Source: an optimization exercise on an open RTL-to-GDS flow (aim: small area and a short achievable clock period). Production flows keep margins and buffers that such runs may drop.
In this exercise RTL edits were held to simulation tests only and were not proved equivalent to the original.

// fir
module fir(
	input			clk_100k,
	input			rst_n,
	input 	signed [8:0]	samp_in,
	output 	signed [8:0]	fir_out
);
Size in the first run: roughly 250 flip-flops.
clock: 16.0 ns
lec_check: 0
cap_margin: 20
core_margin: 2
core_utilization: 65
cts_buf_list: sky130_fd_sc_hd__clkbuf_8
cts_cluster_diameter: 60
cts_cluster_size: 20
slew_margin: 20
synth_hierarchical: 1
synth_minimum_keep_size: 0
tns_end_percent: 10
standard.sh (not shown) runs the stock make flow with config.mk's settings and CLKGATE_MAP_FILE= SYNTH_SCRIPT=/design/flow/synth_recipe.tcl, a recipe that flattens the netlist after the stock synthesis.
==> flow/flow/run.sh <==
#!/bin/bash
# The standard layout (standard.sh), with repair_timing asked to keep a setup margin:
# the constraints are unchanged, the margin only makes the timing repair work harder.
set -euo pipefail
MARGIN=${MARGIN:-11}
sed "s|\"\${@:-finish}\"|SETUP_SLACK_MARGIN=$MARGIN \"\${@:-finish}\"|" standard.sh > margin.sh
grep -q "SETUP_SLACK_MARGIN=$MARGIN" margin.sh
bash margin.sh > layout.log 2>&1
The baseline passed the timing, design-rule and antenna checks.
Next try:
--- a/flow/flow/run.sh
+++ b/flow/flow/run.sh
@@ -3,5 +3,5 @@
 # the constraints are unchanged, the margin only makes the timing repair work harder.
 set -euo pipefail
-MARGIN=${MARGIN:-11}
+MARGIN=${MARGIN:-11.3}
 sed "s|\"\${@:-finish}\"|SETUP_SLACK_MARGIN=$MARGIN \"\${@:-finish}\"|" standard.sh > margin.sh
 grep -q "SETUP_SLACK_MARGIN=$MARGIN" margin.sh
- CTS_CLUSTER_SIZE: 20 -> 16
- TNS_END_PERCENT: 10 -> 5
Effect: The changed run produced a clean layout; cell count hardly moves; setup slack gets better by 14 ps; critical path depth stays the same; sequential share of layout area hardly moves; synthesized area is unchanged; die area stays the same; final area barely changes.
Next try:
--- a/flow/flow/run.sh
+++ b/flow/flow/run.sh
@@ -3,5 +3,5 @@
 # the constraints are unchanged, the margin only makes the timing repair work harder.
 set -euo pipefail
-MARGIN=${MARGIN:-11.3}
+MARGIN=${MARGIN:-11}
 sed "s|\"\${@:-finish}\"|SETUP_SLACK_MARGIN=$MARGIN \"\${@:-finish}\"|" standard.sh > margin.sh
 grep -q "SETUP_SLACK_MARGIN=$MARGIN" margin.sh
- CORE_UTILIZATION: 65 -> 75
- CTS_CLUSTER_SIZE: 16 -> 20
- TNS_END_PERCENT: 5 -> 10
Design area drops by about 0.7%.
Wire length climbs by 6.0%.
Setup slack got worse by 33 ps.
Via count climbs by about 4.7%.
Critical path depth stays the same.
Final cell count drops by about 3.5%.
Global-route usage climbs by 7.9 points.
Synthesized cell count does not change.


Starting RTL as in the previous note.
export LEC_CHECK = 0
export CAP_MARGIN = 20
export CORE_MARGIN = 2
export CORE_UTILIZATION = 65
export CTS_BUF_LIST = sky130_fd_sc_hd__clkbuf_8
export CTS_CLUSTER_DIAMETER = 60
export CTS_CLUSTER_SIZE = 16
export SLEW_MARGIN = 20
export SYNTH_HIERARCHICAL = 1
export SYNTH_MINIMUM_KEEP_SIZE = 0
export TNS_END_PERCENT = 10
create_clock -name core_clock -period 16.0 [get_ports {clk_100k}]
==> flow/flow/run.sh <==
#!/bin/bash
# The standard layout (standard.sh), with repair_timing asked to keep a setup margin:
# the constraints are unchanged, the margin only makes the timing repair work harder.
set -euo pipefail
MARGIN=${MARGIN:-11.3}
sed "s|\"\${@:-finish}\"|SETUP_SLACK_MARGIN=$MARGIN \"\${@:-finish}\"|" standard.sh > margin.sh
grep -q "SETUP_SLACK_MARGIN=$MARGIN" margin.sh
bash margin.sh > layout.log 2>&1
Rerun with:
Settings changed: ABC_AREA from default to 1.
Global-route usage rose by 0.27 points.
Design area rose by a few percent.
Die area went up by a few percent.
Rerun with:
==> flow/run.sh (new file) <==
#!/bin/bash
# synth_recipe.tcl (not shown) runs the flow's synth.tcl, then flattens the netlist and writes it again
# the make line also repeats each setting of config.mk as NAME=value (left out here)
make -C /OpenROAD-flow-scripts/flow DESIGN_CONFIG=/design/flow/config.mk WORK_HOME=/design/flow/orfs CLKGATE_MAP_FILE= SYNTH_SCRIPT=/design/flow/synth_recipe.tcl finish
Settings changed: ABC_AREA 1 to default.
removed: flow/flow/run.sh
removed: flow/standard.sh
What happened: Area after synthesis shrinks by 3.7%; wire length goes down by about 8%; utilization fell by 2.5 points; die area is lower by about 3.6%; flip-flop and latch count does not change.
Rerun with:
==> flow/flow/run.sh (new file) <==
#!/bin/bash
# The standard layout (standard.sh), with repair_timing asked to keep a setup margin:
# the constraints are unchanged, the margin only makes the timing repair work harder.
set -euo pipefail
MARGIN=${MARGIN:-10.5}
sed "s|\"\${@:-finish}\"|SETUP_SLACK_MARGIN=$MARGIN \"\${@:-finish}\"|" standard.sh > margin.sh
grep -q "SETUP_SLACK_MARGIN=$MARGIN" margin.sh
bash margin.sh > layout.log 2>&1
==> flow/standard.sh (new file) <==
#!/bin/bash
# synth_recipe.tcl (not shown) runs the flow's synth.tcl, then flattens the netlist and writes it again
# the make line also repeats each setting of config.mk as NAME=value (left out here)
make -C /OpenROAD-flow-scripts/flow DESIGN_CONFIG=/design/flow/config.mk WORK_HOME=/design/flow/orfs CLKGATE_MAP_FILE= SYNTH_SCRIPT=/design/flow/synth_recipe.tcl "${@:-finish}"
removed: flow/run.sh
After rerunning:
- non-clock buffer count stays the same
- fmax goes up by about 10%
- worst hold slack is about the same
- cell area goes up by about 0.9%
- via count goes up by about 1.3%
- routed wire length goes up by about 1.7%
- synthesized cell count is unchanged
- sequential share of layout area goes down by 0.22 points
- critical path depth stays the same


fir, a different RTL version from the one above (not shown whole).
Size in the first run: about 260 flip-flops, about 22,000 µm² of cells after synthesis.
export LEC_CHECK = 0
export CAP_MARGIN = 20
export CORE_MARGIN = 2
export CORE_UTILIZATION = 65
export CTS_BUF_LIST = sky130_fd_sc_hd__clkbuf_8 sky130_fd_sc_hd__clkbuf_16
export CTS_CLUSTER_DIAMETER = 60
export CTS_CLUSTER_SIZE = 20
export SLEW_MARGIN = 20
export SYNTH_HIERARCHICAL = 1
export SYNTH_MINIMUM_KEEP_SIZE = 0
export TNS_END_PERCENT = 10
create_clock -name core_clock -period 16.0 [get_ports {clk_100k}]
==> flow/flow/run.sh <==
#!/bin/bash
# The standard layout (standard.sh), with repair_timing asked to keep a setup margin:
# the constraints are unchanged, the margin only makes the timing repair work harder.
set -euo pipefail
MARGIN=${MARGIN:-11}
sed "s|\"\${@:-finish}\"|SETUP_SLACK_MARGIN=$MARGIN \"\${@:-finish}\"|" standard.sh > margin.sh
grep -q "SETUP_SLACK_MARGIN=$MARGIN" margin.sh
bash margin.sh > layout.log 2>&1
Edit:
--- a/flow/flow/run.sh
+++ b/flow/flow/run.sh
@@ -5 +5 @@
-MARGIN=${MARGIN:-11}
+MARGIN=${MARGIN:-11.5}
Settings changed: CTS_BUF_LIST sky130_fd_sc_hd__clkbuf_8 sky130_fd_sc_hd__clkbuf_16 to sky130_fd_sc_hd__clkbuf_4 sky130_fd_sc_hd__clkbuf_8, CTS_CLUSTER_DIAMETER 60 to not set, CTS_CLUSTER_SIZE 20 to not set, TNS_END_PERCENT 10 to not set.
The changed run completed without violations.
Non-clock buffer count rose by 26.
Count of clock-buffer cells in the layout rose by 47.
Core utilization rose by 4.6 points.
Maximum frequency stays flat.
Die area is unchanged.
Final cell count rose by 3.4%.
Edit:
--- a/flow/flow/run.sh
+++ b/flow/flow/run.sh
@@ -5 +5 @@
-MARGIN=${MARGIN:-11.5}
+MARGIN=${MARGIN:-11}
Settings changed: CTS_BUF_LIST sky130_fd_sc_hd__clkbuf_4 sky130_fd_sc_hd__clkbuf_8 to sky130_fd_sc_hd__clkbuf_8 sky130_fd_sc_hd__clkbuf_16, CTS_CLUSTER_DIAMETER set to 80, CTS_CLUSTER_SIZE set to 30.
Wire length falls by 4.0%.
Cell count shrinks by 1.8%.
Clock-buffer cell count goes down by 52.
First-iteration DRC count shrinks by about 16%.
Hold slack barely changes.

re-timing with driven ports:
The flow's constraints put no driver on any port. The routed layouts listed below were extracted and timed again, unchanged, in two steps. Step 1 sets driving cells, clkbuf_16 on the clock port and buf_2 on the other inputs (assumed; they add their load-dependent delay and slew). Step 2 moves the port delays by t, midway between the first and last clock arrival at a register: inputs arrive t later, outputs are due t later. That takes back most of the time a late clock gives input paths. a / b / c = ideal ports / drivers / drivers and shift; a / b = the first two.
run	t (ns)	slack for setup (ns)	worst hold slack (ns)	cell pins on the clock port's net
the first run of note 1	0.675	10.625 / 10.623 / 9.948	0.357 / 0.357 / 0.357	1
the second run of note 1	0.673	10.639 / 10.640 / 9.967	0.355 / 0.355 / 0.355	1
the third run of note 1	0.651	10.606 / 10.604 / 9.953	0.358 / 0.358 / 0.358	1
the first run of note 2	0.664	10.674 / 10.678 / 10.014	0.355 / 0.355 / 0.355	1
the second run of note 2	0.675	10.741 / 10.740 / 10.112	0.349 / 0.349 / 0.349	1
the third run of note 2	0.664	9.836 / 9.862 / 9.198	0.354 / 0.354 / 0.354	1
the fourth run of note 2	0.671	10.411 / 10.411 / 9.794	0.356 / 0.356 / 0.356	1
the first run of note 3	0.589	10.580 / 10.580 / 10.016	0.351 / 0.351 / 0.351	1
the second run of note 3	0.680	10.579 / 10.580 / 9.900	0.353 / 0.353 / 0.353	1
the third run of note 3	0.580	10.597 / 10.600 / 10.020	0.355 / 0.355 / 0.355	1
After both steps setup and hold are still met in every run listed. The setup slack of the second run of note 3, which loses most, moves by +0.001 ns with the drivers and by -0.679 ns with both steps.
